From an optimization exercise on the open Yosys and OpenROAD flow, aimed at small area; shortcuts taken in it are not production practice. The RTL was checked by simulation tests, not by an equivalence proof against the original design.

==> flow/design.v <==
`timescale 1ns/1ns
module ssg_emb_sd_adc_diff (
    input   clk,                     
    input   clk_adc,                 
    input   reset_n,                 
    input   data,                    
    input   start,                   
    input   dec_rate,                
    output wire [21:0]  cn_out,      
    output reg          cnr16,       
    output reg          cnr128,      
    output wire         latch_en     
);
reg [21:0] delta1, cn1, cn2;
always @(posedge clk_adc or negedge reset_n)
    if (~reset_n)
        delta1 <= 22'b0;
    else if (data)
        delta1 <= delta1 + 22'b1;
always @(posedge clk_adc or negedge reset_n)
    if (~reset_n)
    begin
        cn1 <= 22'b0;
        cn2 <= 22'b0;
    end
    else
    begin
        cn1 <= cn1 + delta1;
        cn2 <= cn2 + cn1;
    end
assign cn_out = cn2;
reg start_r;
reg start_adc_sync;
reg start_adc_sync2;
reg start_sync_adc;
reg start_sync2_adc;
wire start_adc;
always @(posedge clk or negedge reset_n)
    if (~reset_n)
    begin
        start_r <= 1'b0;
        start_adc_sync <= 1'b0;
        start_adc_sync2 <= 1'b0;
    end
    else
    begin
        if (start)
            start_r <= 1'b1;
        else if (start_adc_sync2)
            start_r <= 1'b0;
        start_adc_sync <= start_sync2_adc;
        start_adc_sync2 <= start_adc_sync;
    end
always @(posedge clk_adc or negedge reset_n)
    if (~reset_n)
    begin
        start_sync_adc <= 1'b0;
        start_sync2_adc <= 1'b0;
    end
    else
    begin
        start_sync_adc <= start_r;
        start_sync2_adc <= start_sync_adc;
    end
assign start_adc = ~start_sync2_adc & start_sync_adc;
reg [8:0] counter;
reg run;
always @(posedge clk_adc or negedge reset_n)
    if (~reset_n)
    begin
        counter <= 9'b0;
        run <= 1'b0;
    end
    else
    begin
        if (start_adc)
            run <= 1'b1;
        else if (counter == 9'd399)
        begin
            run <= 1'b0;
            counter <= 9'b0;
        end
        else if (run)
            counter <= counter + 9'b1;
    end
assign latch_en = run & (counter == 9'd399);
always @(posedge clk_adc or negedge reset_n)
    if (~reset_n)
        cnr128 <= 1'b0;
    else
    begin
        if (dec_rate)
            cnr128 <= run & (counter[5:0] == 6'b111111) | start_adc;
        else
            cnr128 <= run & (counter[6:0] == 7'b1111111) | start_adc;
    end
reg [3:0] counter16;
always @(posedge clk_adc or negedge reset_n)
    if (~reset_n)
        counter16 <= 4'b0;
    else
        counter16 <= counter16 + 4'b1;
always @(posedge clk_adc or negedge reset_n)
    if (~reset_n)
        cnr16 <= 1'b0;
    else
    begin
        if (dec_rate)
            cnr16 <= (counter16[2:0] == 3'b111);
        else
            cnr16 <= (counter16[3:0] == 4'b1111);
    end
endmodule    
`timescale 1ns/1ns
module ssg_emb_sd_adc_dec128 (
    input               clk,         
    input               reset_n,     
    input               cnr128,      
    input               dec_rate,    
    input [15:0]        offset,      
    input [21:0]        cn_in,       
    output reg [15:0]   sample       
);
reg [18:0] dn0, dn1, dn3, dn5, sample_x;
wire [18:0] cn3, cn4, cn5;
always @(posedge clk or negedge reset_n)
    if (~reset_n)
    begin
        dn0 <= 19'b0;
        dn1 <= 19'b0;
        dn3 <= 19'b0;
        dn5 <= 19'b0;
        sample_x <= 19'b0;
    end
    else if (cnr128)
    begin
        dn0 <= dec_rate ? cn_in[18:0] : cn_in[21:3];
        dn1 <= dn0;
        dn3 <= cn3;
        dn5 <= cn4;
    end
    else
        sample_x <= cn5 - {1'b0, offset, 2'b11};
assign cn3 = dn0 - dn1;
assign cn4 = cn3 - dn3;
assign cn5 = cn4 - dn5;
always @(posedge clk or negedge reset_n)
    if (~reset_n)
        sample <= 16'b0;
    else
        if ((sample_x[18:17] == 2'b00) || (sample_x[18:17] == 2'b11))
            sample <= sample_x[17:2];
        else if (sample_x[18] == 1'b0)       
            sample <= 16'h7FFF;
        else if (sample_x[18] == 1'b1)       
            sample <= 16'h8001;
endmodule    
`timescale 1ns/1ns
module ssg_emb_sd_adc_dec16 (
    input               clk,         
    input               reset_n,     
    input               cnr16,       
    input               dec_rate,    
    input [21:0]        cn_in,       
    output reg [9:0]    sample       
);
reg [9:0] dn0, dn1, dn3, dn5, sample_x;
wire [9:0] cn3, cn4, cn5;
always @(posedge clk or negedge reset_n)
    if (~reset_n)
    begin
        dn0 <= 10'b0;
        dn1 <= 10'b0;
        dn3 <= 10'b0;
        dn5 <= 10'b0;
        sample_x <= 10'b0;
    end
    else if (cnr16)
    begin
        dn0 <= dec_rate ? cn_in[9:0] : cn_in[12:3];
        dn1 <= dn0;
        dn3 <= cn3;
        dn5 <= cn4;
    end
    else
        sample_x <= cn5 - 10'b0011111111;
assign cn3 = dn0 - dn1;
assign cn4 = cn3 - dn3;
assign cn5 = cn4 - dn5;
always @(posedge clk or negedge reset_n)
    if (~reset_n)
        sample <= 10'b0;
    else
        sample <= sample_x;
endmodule    
`timescale 1ns/1ns
module ssg_emb_sd_adc (
	input           clk,
	input           clk_adc,
	input           reset_n,
	input               avs_write_n,
	input               avs_read_n,
	input [3:0]         avs_address,
	input [31:0]        avs_writedata,
	output reg [31:0]   avs_readdata,
	output wire         avs_irq,
	input           sync_dat_u,
	input           sync_dat_w,
	input           start,               
	output reg      overcurrent
);											
reg [15:0] offset_u_reg;
reg [15:0] offset_w_reg;
reg [9:0] i_peak_reg;
reg [2:0] control_reg;
reg [2:0] control_reg_s1;
reg [2:0] control_reg_s2;
always @(posedge clk or negedge reset_n)
    if (~reset_n)
    begin
        offset_u_reg <= 16'b0;
        offset_w_reg <= 16'b0;
        i_peak_reg <= 10'b0;
        control_reg <= 3'b0;
    end
    else if (~avs_write_n)
    begin
        case (avs_address)
            4'h1:   offset_u_reg <= avs_writedata[15:0];
            4'h2:   offset_w_reg <= avs_writedata[15:0];
            4'h3:   i_peak_reg <= avs_writedata[9:0];
            4'h4:   control_reg <= avs_writedata[2:0];
        endcase
    end
always @(posedge clk_adc or negedge reset_n)
    if (~reset_n)
    begin
		control_reg_s1 <= 3'b0;
		control_reg_s2 <= 3'b0;
	end
	else
	begin
		control_reg_s1 <= control_reg;
		control_reg_s2 <= control_reg_s1;
	end
wire dec_rate = control_reg_s2[2];          
wire overcurrent_error = control_reg_s2[1];        
wire overvolt_en = control_reg_s2[0];
wire irq_ack = (avs_address == 4'h5) & ~avs_write_n & avs_writedata[0];
reg conv_done_u;
reg conv_done_w;
reg overcurrent_u;
reg overcurrent_w;
reg [15:0] sample128_w_r;
reg [15:0] sample128_u_r;
reg [9:0] oc_capture_u;
reg [9:0] oc_capture_w;
always @(*)
    case (avs_address)
        4'h1:   avs_readdata <= {16'b0, offset_u_reg};
        4'h2:   avs_readdata <= {16'b0, offset_w_reg};
        4'h3:   avs_readdata <= {12'b0, i_peak_reg};
        4'h4:   avs_readdata <= {29'b0, control_reg};
        4'h6:   avs_readdata <= {27'b0, conv_done_u,
                                        conv_done_w, overcurrent_u, overcurrent_w, overcurrent};
        4'h7:   avs_readdata <= {16'b0, sample128_u_r};
        4'h8:   avs_readdata <= {16'b0, sample128_w_r};
        4'h9:   avs_readdata <= {12'b0, i_peak_reg};
		4'hc:	avs_readdata <= {12'b0, oc_capture_u};
		4'hd:	avs_readdata <= {12'b0, oc_capture_w};
        default:    avs_readdata <= 32'h0;
    endcase
wire latch_u;
wire latch_w;
reg latch_u_sync;
reg latch_w_sync;
reg latch_u_sync2;
reg latch_w_sync2;
always @(posedge clk or negedge reset_n)
    if (~reset_n)
    begin
        latch_u_sync <= 1'b0;
        latch_w_sync <= 1'b0;
        latch_u_sync2 <= 1'b0;
        latch_w_sync2 <= 1'b0;
    end
    else
    begin
        latch_u_sync <= latch_u;
        latch_w_sync <= latch_w;
        latch_u_sync2 <= latch_u_sync;
        latch_w_sync2 <= latch_w_sync;
    end
always @(posedge clk or negedge reset_n)
    if (~reset_n)
    begin
        conv_done_u <= 1'b0;
        conv_done_w <= 1'b0;
    end
    else if (irq_ack)
    begin
        conv_done_u <= 1'b0;
        conv_done_w <= 1'b0;
    end
    else
    begin
        if (latch_u_sync2) conv_done_u <= 1'b1;
        if (latch_w_sync2) conv_done_w <= 1'b1;
    end
assign avs_irq = conv_done_u & conv_done_w;
wire [21:0] cn_out_u;
wire cnr16_u;
wire cnr128_u;
ssg_emb_sd_adc_diff diff_u (
    .clk                (clk),
    .clk_adc            (clk_adc),
    .reset_n            (reset_n),
    .data               (sync_dat_u),
    .start              (start),
    .dec_rate           (dec_rate),
    .cn_out             (cn_out_u),
    .cnr16              (cnr16_u),
    .cnr128             (cnr128_u),
    .latch_en           (latch_u)
);
wire [21:0] cn_out_w;
wire cnr16_w;
wire cnr128_w;
ssg_emb_sd_adc_diff diff_w (
    .clk                (clk),
    .clk_adc            (clk_adc),
    .reset_n            (reset_n),
    .data               (sync_dat_w),
    .start              (start),
    .dec_rate           (dec_rate),
    .cn_out             (cn_out_w),
    .cnr16              (cnr16_w),
    .cnr128             (cnr128_w),
    .latch_en           (latch_w)
);
wire [15:0] sample128_w;
wire [15:0] sample128_u;
ssg_emb_sd_adc_dec128 decimator128_u (
    .clk                (clk_adc),
    .reset_n            (reset_n),
    .cnr128             (cnr128_u),
    .dec_rate           (dec_rate),
    .offset             (offset_u_reg),
    .cn_in              (cn_out_u),
    .sample             (sample128_u)
);
ssg_emb_sd_adc_dec128 decimator128_w (
    .clk                (clk_adc),
    .reset_n            (reset_n),
    .cnr128             (cnr128_w),
    .dec_rate           (dec_rate),
    .offset             (offset_w_reg),
    .cn_in              (cn_out_w),
    .sample             (sample128_w)
);
always @(posedge clk_adc or negedge reset_n)
    if (~reset_n)
    begin
        sample128_u_r <= 16'b0;
        sample128_w_r <= 16'b0;
    end
    else
    begin
        sample128_u_r <= sample128_u;
        sample128_w_r <= sample128_w;
    end
wire [9:0] sample16_u;
ssg_emb_sd_adc_dec16 decimator16_u (
    .clk                (clk_adc),
    .reset_n            (reset_n),
    .cnr16              (cnr16_u),
    .dec_rate           (dec_rate),
    .cn_in              (cn_out_u),
    .sample             (sample16_u)
);
wire [9:0] sample16_w;
ssg_emb_sd_adc_dec16 decimator16_w (
    .clk                (clk_adc),
    .reset_n            (reset_n),
    .cnr16              (cnr16_w),
    .dec_rate           (dec_rate),
    .cn_in              (cn_out_w),
    .sample             (sample16_w)
);
reg [9:0] sample16_u_abs;
reg [9:0] sample16_w_abs;
always @(*)
    if (sample16_u[9])
        sample16_u_abs <= (~sample16_u + 10'b1);
    else
        sample16_u_abs <= sample16_u;
always @(*)
    if (sample16_w[9])
        sample16_w_abs <= (~sample16_w + 10'b1);
    else
        sample16_w_abs <= sample16_w;
always @(posedge clk_adc or negedge reset_n)
    if (~reset_n)
	begin
        overcurrent_u <= 1'b0;
        overcurrent_w <= 1'b0;
    end
    else if (overcurrent_error | ~overvolt_en)
    begin
        overcurrent_u <= 1'b0;
        overcurrent_w <= 1'b0;
    end
    else
    begin
        if (sample16_u_abs >= i_peak_reg)
            overcurrent_u <= 1'b1;
        else
            overcurrent_u <= 1'b0;
        if (sample16_w_abs >= i_peak_reg)
            overcurrent_w <= 1'b1;
        else
            overcurrent_w <= 1'b0;
    end
reg overcurrent_u_r, overcurrent_w_r;
always @(posedge clk_adc or negedge reset_n)
    if (~reset_n)
	begin
        overcurrent_u_r <= 1'b0;
        overcurrent_w_r <= 1'b0;
        oc_capture_u <= 10'b0;
        oc_capture_w <= 10'b0;
    end
    else
    begin
		overcurrent_u_r <= overcurrent_u;
		overcurrent_w_r <= overcurrent_w;
        if (overcurrent_u & ~overcurrent_u_r)
		begin
			oc_capture_u <= sample16_u_abs;
		end
        if (overcurrent_w & ~overcurrent_w_r)
		begin
			oc_capture_w <= sample16_w_abs;
		end
    end
wire overcurrent_x = overcurrent_u | overcurrent_w;
reg overcurrent_xx;
always @(posedge clk or negedge reset_n)
	if (~reset_n)
	begin
		overcurrent_xx <= 1'b0;
		overcurrent <= 1'b0;
	end
	else
	begin
		overcurrent_xx <= overcurrent_x;
		overcurrent <= overcurrent_xx;
	end
endmodule    
`timescale 1ns/1ns
module ssg_emb_pwm (
	input           clk,
	input           reset_n,
	input               avs_write_n,
	input               avs_read_n,
	input [3:0]         avs_address,
	input [31:0]        avs_writedata,
	output reg [31:0]   avs_readdata,
    input [2:0]         pwm_control,
	input				sync_in,
	output wire         u_h,
	output wire         u_l,
	output wire         v_h,
	output wire         v_l,
	output wire         w_h,
	output wire         w_l,
	output reg          carrier_latch,
	output reg			encoder_strobe_n,
	output wire         sync_out,
	output wire         start_adc,
	output reg [15:0]   carrier
);											
reg [2:0] gate_h;
reg [2:0] gate_l;
assign u_h = gate_h[0];
assign v_h = gate_h[1];
assign w_h = gate_h[2];
assign u_l = gate_l[0];
assign v_l = gate_l[1];
assign w_l = gate_l[2];
reg start;
wire pwm_enable = pwm_control[0];
wire en_lower = pwm_control[1];
wire en_upper = pwm_control[2];
reg [14:0] pwm_reg[0:2];     
reg [14:0] max_reg;
reg [7:0] block_reg;
reg [14:0] trigger_up_reg;
reg [14:0] trigger_down_reg;
always @(posedge clk or negedge reset_n)
    if (~reset_n)
    begin
        pwm_reg[0] <= 15'b0;
        pwm_reg[1] <= 15'b0;
        pwm_reg[2] <= 15'b0;
        max_reg <= 15'b0;
        block_reg <= 8'b0;
        trigger_up_reg <= 15'b0;
        trigger_down_reg <= 15'b0;
    end
    else if (~avs_write_n)
    begin
        case (avs_address)
            4'h1:   pwm_reg[0] <= avs_writedata[14:0];
            4'h2:   pwm_reg[1] <= avs_writedata[14:0];
            4'h3:   pwm_reg[2] <= avs_writedata[14:0];
            4'h4:   max_reg <= avs_writedata[14:0];
            4'h5:   block_reg <= avs_writedata[7:0];
            4'h6:   trigger_up_reg <= avs_writedata[14:0];
            4'h7:   trigger_down_reg <= avs_writedata[14:0];
        endcase
    end
always @(*)
    case (avs_address)
        4'h1:   avs_readdata <= {17'b0, pwm_reg[0]};
        4'h2:   avs_readdata <= {17'b0, pwm_reg[1]};
        4'h3:   avs_readdata <= {17'b0, pwm_reg[2]};
        4'h4:   avs_readdata <= {17'b0, max_reg};
        4'h5:   avs_readdata <= {24'b0, block_reg};
        4'h6:   avs_readdata <= {17'b0, trigger_up_reg};
        4'h7:   avs_readdata <= {17'b0, trigger_down_reg};
        4'h8:   avs_readdata <= {22'b0, gate_l[0], gate_h[0], gate_l[1], gate_h[1], gate_l[2], gate_h[2]};
        4'h9:   avs_readdata <= {16'b0, carrier};
        default:    avs_readdata <= 32'h0;
    endcase
reg [14:0] pwm[0:2];
generate
    genvar j;
    for (j = 0; j < 3; j = j + 1)
    begin : reg_gen_loop
        always @(posedge clk or negedge reset_n)
            if (~reset_n)
                pwm[j] <= 15'b0;
            else if (~pwm_enable)
                pwm[j] <= 15'b0;
            else if (carrier_latch)
                pwm[j] <= pwm_reg[j];
    end
endgenerate
reg [14:0] counter;    
reg [14:0] counter_nxt;    
reg up;
reg sync;
always @(*)
    if (up)
        counter_nxt <= counter + 15'b1;
    else
        counter_nxt <= counter - 15'b1;
always @(posedge clk or negedge reset_n)
begin
    if (~reset_n)
    begin
        counter <= 15'b0;
        up <= 1'b1;
        carrier_latch <= 1'b0;
        start <= 1'b0;
    end
	else
	begin
		if (~pwm_enable | sync_in)
		begin
			counter <= 15'b0;
			up <= 1'b1;
			start <= 1'b0;
		end
		else
		begin
			counter <= counter_nxt;
			if (up & (counter_nxt == trigger_up_reg) | ~up & (counter_nxt == trigger_down_reg))
				start <= 1'b1;
			else
				start <= 1'b0;
		end
		if (up & (counter_nxt == max_reg) | ~up & (counter_nxt == 15'b0))
		begin
			up <= ~up;
			carrier_latch <= 1'b1;
		end
		else
			carrier_latch <= 1'b0;
    end
end
	always @(*)
        if (~up & (counter_nxt == 15'b0))
            sync <= 1'b1;
        else
            sync <= 1'b0;
assign sync_out = sync | sync_in;
assign start_adc = start;
always @(posedge clk or negedge reset_n)
    if (~reset_n)
        carrier <= 15'b0;
    else if (~pwm_enable | sync_in | ~up & (counter_nxt == 15'b0))
        carrier <= 15'b0;
    else
        carrier <= carrier + 16'b1;
reg [2:0] strobe_count;
always @(posedge clk or negedge reset_n)
	if (~reset_n)
		strobe_count <= 3'b000;
	else if (carrier_latch)
		strobe_count <= 3'b001;
	else if (|strobe_count)
		strobe_count <= strobe_count + 3'b001;
always @(posedge clk or negedge reset_n)
	if (~reset_n)
		encoder_strobe_n <= 1'b1;
	else if (carrier_latch)
		encoder_strobe_n <= 1'b0;
	else if (|strobe_count)
		encoder_strobe_n <= 1'b0;
	else
		encoder_strobe_n <= 1'b1;
reg [7:0] dead_count[0:2];
reg compare[0:2];
reg compare_r[0:2];
generate
    genvar i;
        for (i = 0; i < 3; i = i + 1)
        begin : op_gen_loop
            always @(posedge clk or negedge reset_n)
                if (~reset_n)
                begin
                    dead_count[i] <= 8'b0;
                    compare[i] <= 1'b0;
                    compare_r[i] <= 1'b0;
                    gate_h[i] <= 1'b0;
                    gate_l[i] <= 1'b0;
                end
                else if (~pwm_enable)
                begin
                    dead_count[i] <= block_reg;
                    compare[i] <= 1'b0;
                    compare_r[i] <= 1'b0;
                    gate_h[i] <= 1'b0;
                    gate_l[i] <= 1'b0;
                end
                else
                begin
                    compare_r[i] <= compare[i];
                    if (pwm[i] > counter)
                        compare[i] <= 1'b1;
                    else
                        compare[i] <= 1'b0;
                    if (compare[i] != compare_r[i])
                    begin
                        dead_count[i] <= block_reg;
                        gate_h[i] <= 1'b0;
                        gate_l[i] <= 1'b0;
                    end
                    else if (dead_count[i] > 8'b0)
                    begin
                        dead_count[i] <= dead_count[i] - 8'b1;
                        gate_h[i] <= 1'b0;
                        gate_l[i] <= 1'b0;
                    end
                    else
                    begin
                        gate_h[i] <= compare[i] & en_upper;	
                        gate_l[i] <= ~compare[i] & en_lower;
                    end
                end
        end
endgenerate
endmodule    
`timescale 1ns/1ns
module ssg_emb_dsm (
	input           clk,
	input           reset_n,
	input               avs_write_n,
	input               avs_read_n,
	input               avs_address,
	input [31:0]        avs_writedata,
	output reg [31:0]   avs_readdata,
	input               overcurrent,
	input               overvoltage,
	input               undervoltage,
	input               chopper,
	input               dc_link_clk_err,
    input               igbt_err,
    output wire     error_out,
    output wire     overcurrent_latch,
    output wire     overvoltage_latch,
    output wire     undervoltage_latch,
    output wire     dc_link_clk_err_latch,
    output wire     igbt_err_latch,
    output reg      chopper_latch,
    output reg [2:0] pwm_control
);											
reg [2:0] control_reg;
reg clear_status;
always @(posedge clk or negedge reset_n)
    if (~reset_n)
    begin
        control_reg <= 3'b0;
        clear_status <= 1'b0;
    end
    else if (~avs_write_n)
    begin
        case (avs_address)
            4'h0:   control_reg <= avs_writedata[2:0];
            4'h1:   clear_status <= 1'b1;
        endcase
    end
    else
        clear_status <= 1'b0;
reg [2:0] state;
reg [4:0] status_bits;
always @(*)
    case (avs_address)
        4'h0:   avs_readdata <= {29'b0, control_reg};
        4'h1:   avs_readdata <= {20'b0, state, pwm_control, 1'b1, status_bits};
        default:    avs_readdata <= 32'h0;
    endcase
reg [4:0] avs_writedata_r;
reg e1, e2;
always @(posedge clk or negedge reset_n)
    if (~reset_n)
        avs_writedata_r <= 5'b0;
    else
        avs_writedata_r <= avs_writedata[4:0];
always @(posedge clk or negedge reset_n)
    if (~reset_n)
    begin
        status_bits[3:0] <= 4'b0;
        chopper_latch <= 1'b0;
        e1 <= 1'b0;
        e2 <= 1'b0;
    end
    else if (clear_status)
        status_bits[3:0] <= status_bits[3:0] & ~avs_writedata_r[3:0];
    else
    begin
        chopper_latch <= chopper;
        e1 <= overvoltage_latch | igbt_err_latch | undervoltage_latch; 	
        e2 <= overcurrent_latch | dc_link_clk_err_latch ; 					
        status_bits[2:1] <= status_bits[2:1] | {undervoltage, overvoltage};
        if ((state == 2) || (state == 3))
        begin
            status_bits[0] <= status_bits[0] | overcurrent;
            status_bits[3] <= status_bits[3] | dc_link_clk_err;
        end
    end
assign overcurrent_latch = status_bits[0];
assign overvoltage_latch = status_bits[1];
assign undervoltage_latch = status_bits[2];
assign dc_link_clk_err_latch = status_bits[3];
assign igbt_err_latch = status_bits[4];
assign error_out = e1 | e2;
reg [7:0] igbt_cnt;
reg igbt_err_r;
always @(posedge clk or negedge reset_n)
    if (~reset_n)
    begin
		igbt_cnt <= 8'b0;
        igbt_err_r <= 1'b0;
        status_bits[4] <= 1'b0;
    end
    else if (clear_status)
        status_bits[4] <= status_bits[4] & ~avs_writedata_r[4];
	else
    begin
		igbt_err_r <= igbt_err;
		if (igbt_err & ~igbt_err_r)
        begin
			igbt_cnt <= 8'b0;
		end
		if (igbt_err_r)
			igbt_cnt <= igbt_cnt + 8'b1;
		if (igbt_cnt == 8'd75)
			status_bits[4] <=  status_bits[4] | igbt_err ;
	end
parameter   init    = 3'b000,
            prech   = 3'b001,
            prer    = 3'b010,
            run     = 3'b011,
            error   = 3'b100,
			idle    = 3'b101;
parameter   pwm_disable = 3'b000,
            pwm_enable  = 3'b001,
            pwm_lower   = 3'b011,
            pwm_both    = 3'b111;
always @(posedge clk or negedge reset_n)
    if (~reset_n)
    begin
		state <= 3'b0;
        pwm_control <= pwm_disable;
    end
	else
    begin
		case (state)
			idle:
				if (e1)
					state <= error;
				else
				begin
					pwm_control <= pwm_disable;
					if (control_reg == init)
						state <= init;					
				end
			init:
				if (e1)
					state <= error;
				else
				begin
					pwm_control <= pwm_enable;
					if (control_reg == prech)
						state <= prech;
					else if (control_reg == idle)
						state <= idle;							
				end
			prech:
				if (e1)
					state <= error;
				else
				begin
					pwm_control <= pwm_lower; 
					if (control_reg == prer)
						state <= prer;
					else if (control_reg == init)
						state <= init;
				end
			prer:
				begin
					if (e1 | e2)
						state <= error;
					else
					begin
						if (control_reg == run)
							state <= run;
						else if (control_reg == prech)
							state <= prech;
						else if (control_reg == init)
							state <= init;
					end
				end
			run:
				begin
					if (e1 | e2)
						state <= error;
					else
					begin
						pwm_control <= pwm_both;
						if (control_reg == init)
							state <= init;
					end
				end
			error:
				begin
					pwm_control <= pwm_disable;
					if (control_reg == init)
						state <= init;
				end
			default:
				begin
					pwm_control <= pwm_disable;
					state <= error;
				end
		endcase
	end
endmodule    
`timescale 1ns/1ns
module doc_axis_periphs (
    input               clk,
    input               reset_n,
    input               adc_avs_write_n,
    input               adc_avs_read_n,
    input  [3:0]        adc_avs_address,
    input  [31:0]       adc_avs_writedata,
    output [31:0]       adc_avs_readdata,
    output              adc_irq,
    input               pwm_avs_write_n,
    input               pwm_avs_read_n,
    input  [3:0]        pwm_avs_address,
    input  [31:0]       pwm_avs_writedata,
    output [31:0]       pwm_avs_readdata,
    input               sm_avs_write_n,
    input               sm_avs_read_n,
    input               sm_avs_address,
    input  [31:0]       sm_avs_writedata,
    output [31:0]       sm_avs_readdata,
    input               adc_pow_avs_write_n,
    input               adc_pow_avs_read_n,
    input  [3:0]        adc_pow_avs_address,
    input  [31:0]       adc_pow_avs_writedata,
    output [31:0]       adc_pow_avs_readdata,
    output              adc_pow_irq,
    output              pwm_sync_out,
    input               pwm_sync_in,
    input               adc_pow_sync_dat_u,
    input               adc_pow_sync_dat_w,
    output              adc_pow_overcurrent,
    input               adc_sync_dat_u,
    input               adc_sync_dat_w,
    output              adc_overcurrent,
    output [15:0]       pwm_carrier,
    output              pwm_carrier_latch,
    output              pwm_encoder_strobe_n,
    output              pwm_u_h,
    output              pwm_u_l,
    output              pwm_v_h,
    output              pwm_v_l,
    output              pwm_w_h,
    output              pwm_w_l,
    input               sm_overcurrent,
    input               sm_overvoltage,
    input               sm_undervoltage,
    input               sm_chopper,
    input               sm_dc_link_clk_err,
    input               sm_igbt_err,
    output              sm_error_out,
    output              sm_overcurrent_latch,
    output              sm_overvoltage_latch,
    output              sm_undervoltage_latch,
    output              sm_dc_link_clk_err_latch,
    output              sm_igbt_err_latch,
    output              sm_chopper_latch
);
wire [2:0] pwm_control;
wire       start_adc;
ssg_emb_sd_adc doc_adc (
    .clk            (clk),
    .clk_adc        (clk),
    .reset_n        (reset_n),
    .avs_write_n    (adc_avs_write_n),
    .avs_read_n     (adc_avs_read_n),
    .avs_address    (adc_avs_address),
    .avs_writedata  (adc_avs_writedata),
    .avs_readdata   (adc_avs_readdata),
    .avs_irq        (adc_irq),
    .sync_dat_u     (adc_sync_dat_u),
    .sync_dat_w     (adc_sync_dat_w),
    .start          (start_adc),
    .overcurrent    (adc_overcurrent)
);
ssg_emb_pwm doc_pwm (
    .clk              (clk),
    .reset_n          (reset_n),
    .avs_write_n      (pwm_avs_write_n),
    .avs_read_n       (pwm_avs_read_n),
    .avs_address      (pwm_avs_address),
    .avs_writedata    (pwm_avs_writedata),
    .avs_readdata     (pwm_avs_readdata),
    .pwm_control      (pwm_control),
    .sync_in          (pwm_sync_in),
    .u_h              (pwm_u_h),
    .u_l              (pwm_u_l),
    .v_h              (pwm_v_h),
    .v_l              (pwm_v_l),
    .w_h              (pwm_w_h),
    .w_l              (pwm_w_l),
    .carrier_latch    (pwm_carrier_latch),
    .encoder_strobe_n (pwm_encoder_strobe_n),
    .sync_out         (pwm_sync_out),
    .start_adc        (start_adc),
    .carrier          (pwm_carrier)
);
ssg_emb_dsm doc_sm (
    .clk                   (clk),
    .reset_n               (reset_n),
    .avs_write_n           (sm_avs_write_n),
    .avs_read_n            (sm_avs_read_n),
    .avs_address           (sm_avs_address),
    .avs_writedata         (sm_avs_writedata),
    .avs_readdata          (sm_avs_readdata),
    .overcurrent           (sm_overcurrent),
    .overvoltage           (sm_overvoltage),
    .undervoltage          (sm_undervoltage),
    .chopper               (sm_chopper),
    .dc_link_clk_err       (sm_dc_link_clk_err),
    .igbt_err              (sm_igbt_err),
    .error_out             (sm_error_out),
    .overcurrent_latch     (sm_overcurrent_latch),
    .overvoltage_latch     (sm_overvoltage_latch),
    .undervoltage_latch    (sm_undervoltage_latch),
    .dc_link_clk_err_latch (sm_dc_link_clk_err_latch),
    .igbt_err_latch        (sm_igbt_err_latch),
    .chopper_latch         (sm_chopper_latch),
    .pwm_control           (pwm_control)
);
ssg_emb_sd_adc doc_adc_pow (
    .clk            (clk),
    .clk_adc        (clk),
    .reset_n        (reset_n),
    .avs_write_n    (adc_pow_avs_write_n),
    .avs_read_n     (adc_pow_avs_read_n),
    .avs_address    (adc_pow_avs_address),
    .avs_writedata  (adc_pow_avs_writedata),
    .avs_readdata   (adc_pow_avs_readdata),
    .avs_irq        (adc_pow_irq),
    .sync_dat_u     (adc_pow_sync_dat_u),
    .sync_dat_w     (adc_pow_sync_dat_w),
    .start          (start_adc),
    .overcurrent    (adc_pow_overcurrent)
);
endmodule
==> flow/run.sh <==
#!/bin/bash
# synth_recipe.tcl (not shown) runs the flow's synth.tcl, then flattens the netlist and writes it again
# the make line also repeats each setting of config.mk as NAME=value (left out here)
make -C /OpenROAD-flow-scripts/flow DESIGN_CONFIG=/design/flow/config.mk WORK_HOME=/design/flow/orfs CLKGATE_MAP_FILE= SYNTH_SCRIPT=/design/flow/synth_recipe.tcl finish
==> flow/config.mk <==
export PLATFORM = sky130hd
export DESIGN_NAME = doc_axis_periphs
export DESIGN_NICKNAME = doc_axis_periphs
export VERILOG_FILES = /design/flow/design.v
export SDC_FILE = /design/flow/constraint.sdc
export NUM_CORES = 4
export LEC_CHECK = 0
export CAP_MARGIN = 20
export CORE_MARGIN = 2
export CORE_UTILIZATION = 40
export SLEW_MARGIN = 20
==> flow/constraint.sdc <==
create_clock -name core_clock -period 10.0 [get_ports {clk}]
set_input_delay 2.0000 -clock core_clock [delete_from_list [all_inputs] [get_ports {clk}]]
set_output_delay 2.0000 -clock core_clock [all_outputs]
set_load 0.01 [all_outputs]
==> run summary <==
Synth
The number of synthesis warnings is 11. Counting flops with a built-in enable in the synthesized netlist gives 0. Counting flops and latches in the post-synthesis netlist gives 1503. Summing the sequential cell areas from Yosys gives 45.6% of the chip area. The flip-flop cell with the highest count after synthesis is sky130_fd_sc_hd__dfrtp_1. The cell count after synthesis came out at 8241. After synthesis, the share of flip-flops with an asynchronous set or reset is 100%. The cell area that synthesis handed to floorplanning was 82500 um^2. The mean area per synthesized cell is 10.0 um^2.

By area the synthesized netlist is led by sky130_fd_sc_hd__dfrtp_1, sky130_fd_sc_hd__ha_1, sky130_fd_sc_hd__xnor2_1, sky130_fd_sc_hd__o21ai_0, sky130_fd_sc_hd__nand2_1. The biggest area contributor in the post-synthesis netlist is sky130_fd_sc_hd__dfrtp_1. The count of cell types in the netlist is 88. In the synthesized netlist, the cells that appear most often are sky130_fd_sc_hd__dfrtp_1, sky130_fd_sc_hd__nand2_1, sky130_fd_sc_hd__o21ai_0. The most frequently used cell type in the post-synthesis netlist is sky130_fd_sc_hd__dfrtp_1. The proportion of netlist area held by the largest area contributor is 45.5%.

Critical path
The most critical setup path has its endpoint at pwm_sync_out. Of all nets on the critical path, the largest fanout is 14. The data required time at the worst endpoint is 8000 ps. The worst setup path is launched from a register. The total buffers and inverters traversed by the critical path is 2. The startpoint of the lowest-slack register-to-register path is doc_adc_pow.decimator128_w.dn0[1]$_DFFE_PN0P_. The most critical setup path has its startpoint at doc_pwm.up$_DFFE_PN1P_.

The cell type group with the largest total delay on the critical path is compound AO/OA/AOI/OAI gates. The endpoint of the worst-slack reg-to-reg timing path is doc_adc_pow.decimator128_w.sample_x[18]$_DFFE_PN0N_. STA classifies the critical path endpoint as a primary output. Walking the worst path, the cells encountered are inv_1 > ha_1 > nor2b_1 > o21a_1 > o21ai_1 > a21oi_1 > o21a_1 > a21o_1 > a311oi_1 > nand2_1 > or4_4 > nand2b_1 > clkdlybuf4s50_1. The data arrival time of the critical path is 5660 ps. Setup slack on the worst reg-to-reg path comes out at 3420 ps. The critical path runs through a total of 13 cells. The library cell appearing most often on the critical path is sky130_fd_sc_hd__o21a_1.

The slowest stage of the critical path is the sky130_fd_sc_hd__a311oi_1 cell. The setup path with the least slack is of type register to primary output. The worst-case reg-to-reg path depth is 25. On the worst path, the slowest cell contributes a delay of 650 ps.

Routing
Summing over every cut layer, the via total after detailed routing is 57900. The DRC violation total after the first TritonRoute iteration is 3716. In the final routed layout, each cell accounts on average for 16.4 um. The count of nets left with antenna violations once routing finished came out at 0. The first TritonRoute pass finished after 8 iterations. After detailed routing, the number of vias per cell comes to 5.15. For this block, the routed nets add up to 184 mm of wire.

The number of design rule violations left after detail routing is 0.

Placed design
Port buffering added 177 buffers. In this run the cell area measured after placement is 87100 um^2. After legalization and detailed placement, the total HPWL measured 133 mm. The congestion estimate from routability-driven global placement came to 0.895.

Clock network
The total number of clock tree sinks is 1503. The clock-pin transition on the worst setup and hold timing paths is 60 ps. The hold buffer count at CTS is 0.

The root buffer cell chosen for the clock tree is sky130_fd_sc_hd__clkbuf_16. The CTS tree is done. The maximum clock insertion buffer count is 3.

The source-to-sink clock delay at the later pin of the worst-skew pair is 840 ps. In this run, CTS created clock tree buffers numbering 170. The count of H-tree levels built during CTS is 4.

Once the clock tree was built, the setup fixing pass inserted 0 buffers. Once the clock tree was built, the resizer swapped 0 gates to a different size.

Timing
The smallest clock period supported by the final layout is computed as 7660 ps. The highest achievable clock rate is 130 MHz. Across the routed clock network, the largest skew measured is 65.1 ps. Setup repair after global routing left no endpoint under its margin. The transition time at the pin with the least slew margin is 1180 ps. The period utilization is 76.6%. The worst hold slack across all endpoints is 312 ps. The count of endpoints failing hold in the final timing report is 0. The number of pins with negative max-slew slack in the final report was 0.

The worst max-slew margin expressed relative to the limit is 21.1%. The setup TNS is 0 ps. The number of setup violations in the final report is 0.

Global route
The number of antenna violations at the first check in global routing is 4. The via count of the first global-routing pass is 58300. The global route total overflow is 0. The maximum number of pins on one net before global-route repair is 170. The total track usage is 17.6%.

The wire length of the first global-routing pass is 305 mm.

Floorplanning
The y dimension of the die is 458 um. Pin placement for this block handled 326 I/O pins. The die boundary width is 458 um. The placeable core region is 205000 um^2. The floorplan has 166 rows. The die covers 210000 um^2. The initial core utilization is 40.3%.

Final layout
Summing all non-filler instances in the final layout gives an area of 93100 um^2. The share of post-route cells with drive strength above 1 is 7.41%. The number of fill cells is 19100. The register with the most flip-flops in the layout has 90 of them. At the end of the flow, the number of nets in the layout was 9315. The layout overhead on the synthesized area is 12.9%.

Run status
The flow ran to the end and the layout has no timing, DRC or antenna violations.

Worst hold path
The path class of the tightest hold or removal check is register to register.

Flow run
Max-cap violations in this run came to 0.
## layout make-up
class	instances	area, um^2	share of cell area [%]
antenna	1	2.50	0.00269
clock buffer	251	5090	5.47
clock inverter	64	911	0.978
inverter	679	2550	2.74
multi-input combinational	5817	41300	44.4
sequential	1503	37600	40.4
tap	2688	3360	3.61
timing repair buffer	231	2270	2.44
## cells by family (layout without fill, tap and decap cells)
family	count (synthesis)	after routing	synth area share [%]
adder cells (fa/ha/maj)	751	751	12.3
XOR/XNOR	646	646	6.97
multiplexers	377	377	4.89
AO/OA/AOI/OAI	1856	1856	13.8
flip-flops	1503	1503	45.6
other	1	69	0.00454
AND/OR/NAND/NOR	2119	2119	11.6
buffers and inverters	988	1225	4.83
## stage by stage
stage	utilization, %	worst slack (ps)	instances
floorplan	-	4210	8308
global placement	42.5	2710	10900
detailed placement	42.5	2640	10900
CTS	45.5	2260	11200
global route	45.5	1950	11200
finish	45.5	2340	11200
## worst min path at each step
stage | startpoint | endpoint | slack [ps] | depth (start not counted)
6_report | doc_adc.diff_w.start_adc_sync$_DFF_PN0_ | doc_adc.diff_w.start_adc_sync2$_DFF_PN0_ | 310 | 0
5_1_grt | doc_adc.diff_u.start_adc_sync$_DFF_PN0_ | doc_adc.diff_u.start_adc_sync2$_DFF_PN0_ | 310 | 0
4_1_cts | doc_adc.diff_u.start_adc_sync$_DFF_PN0_ | doc_adc.diff_u.start_adc_sync2$_DFF_PN0_ | 310 | 0
3_5_place_dp | doc_adc.latch_w_sync$_DFF_PN0_ | doc_adc.latch_w_sync2$_DFF_PN0_ | 330 | 0
3_3_place_gp | doc_adc_pow.diff_u.start_adc_sync$_DFF_PN0_ | doc_adc_pow.diff_u.start_adc_sync2$_DFF_PN0_ | 330 | 0
2_1_floorplan | doc_adc.control_reg_s1[0]$_DFF_PN0_ | doc_adc.control_reg_s2[0]$_DFF_PN0_ | 330 | 0
## per-layer routing
layer  vias to the layer above  track usage [%]  share of wire (%)
met4                         0             4.97                2.4
met1                     28100             24.9                 48
li1                      28600                -                  -
met5                         -                0                  0
met3                       269             2.52                4.1
met2                      1000             28.1                 46
## layout by cell type (no fill, tap or decap), types with 48 or more instances in the layout
| cell type | count |
|---|---|
| sky130_fd_sc_hd__a21o_1 | 173 |
| sky130_fd_sc_hd__a21oi_1 | 426 |
| sky130_fd_sc_hd__and3_1 | 59 |
| sky130_fd_sc_hd__buf_4 | 48 |
| sky130_fd_sc_hd__clkbuf_16 | 172 |
| sky130_fd_sc_hd__clkbuf_8 | 49 |
| sky130_fd_sc_hd__clkdlybuf4s50_1 | 176 |
| sky130_fd_sc_hd__conb_1 | 68 |
| sky130_fd_sc_hd__dfrtp_1 | 1490 |
| sky130_fd_sc_hd__fa_1 | 97 |
| sky130_fd_sc_hd__ha_1 | 654 |
| sky130_fd_sc_hd__inv_1 | 679 |
| sky130_fd_sc_hd__mux2_2 | 210 |
| sky130_fd_sc_hd__mux2i_1 | 167 |
| sky130_fd_sc_hd__nand2_1 | 782 |
| sky130_fd_sc_hd__nand2b_1 | 98 |
| sky130_fd_sc_hd__nand3_1 | 145 |
| sky130_fd_sc_hd__nand4_1 | 59 |
| sky130_fd_sc_hd__nor2_1 | 579 |
| sky130_fd_sc_hd__nor2b_1 | 104 |
| sky130_fd_sc_hd__nor3_1 | 111 |
| sky130_fd_sc_hd__o21a_1 | 77 |
| sky130_fd_sc_hd__o21ai_0 | 714 |
| sky130_fd_sc_hd__o21bai_1 | 60 |
| sky130_fd_sc_hd__xnor2_1 | 442 |
| sky130_fd_sc_hd__xor2_1 | 197 |

## separate check: timing with driven ports
No port has a modelled driver above. Below, the same layout with a new extraction and two added sets of constraints. Step 1 (the two cells are an assumption about what drives the block):
set clk [get_ports {clk}]
set_driving_cell -lib_cell sky130_fd_sc_hd__clkbuf_16 $clk
set_driving_cell -lib_cell sky130_fd_sc_hd__buf_2 [delete_from_list [all_inputs] $clk]
Step 2 moves the port delays by t, midway between the first and last clock arrival at a register: inputs arrive t later, outputs are due t later. That takes back most of the time a late clock gives input paths. Three values: no drivers, after step 1, after step 2; two values: the first two.
shift t [ns]: 0.881
slack for setup (ns): 2.336 / 2.261 / 2.812
hold slack, ns: 0.312 / 0.312 / 0.312
worst data-port slew with drivers (ns): 0.24
After both steps this run still meets setup and hold. For this run, drivers alone change the setup slack by -0.075 ns; drivers and shift together by +0.476 ns.
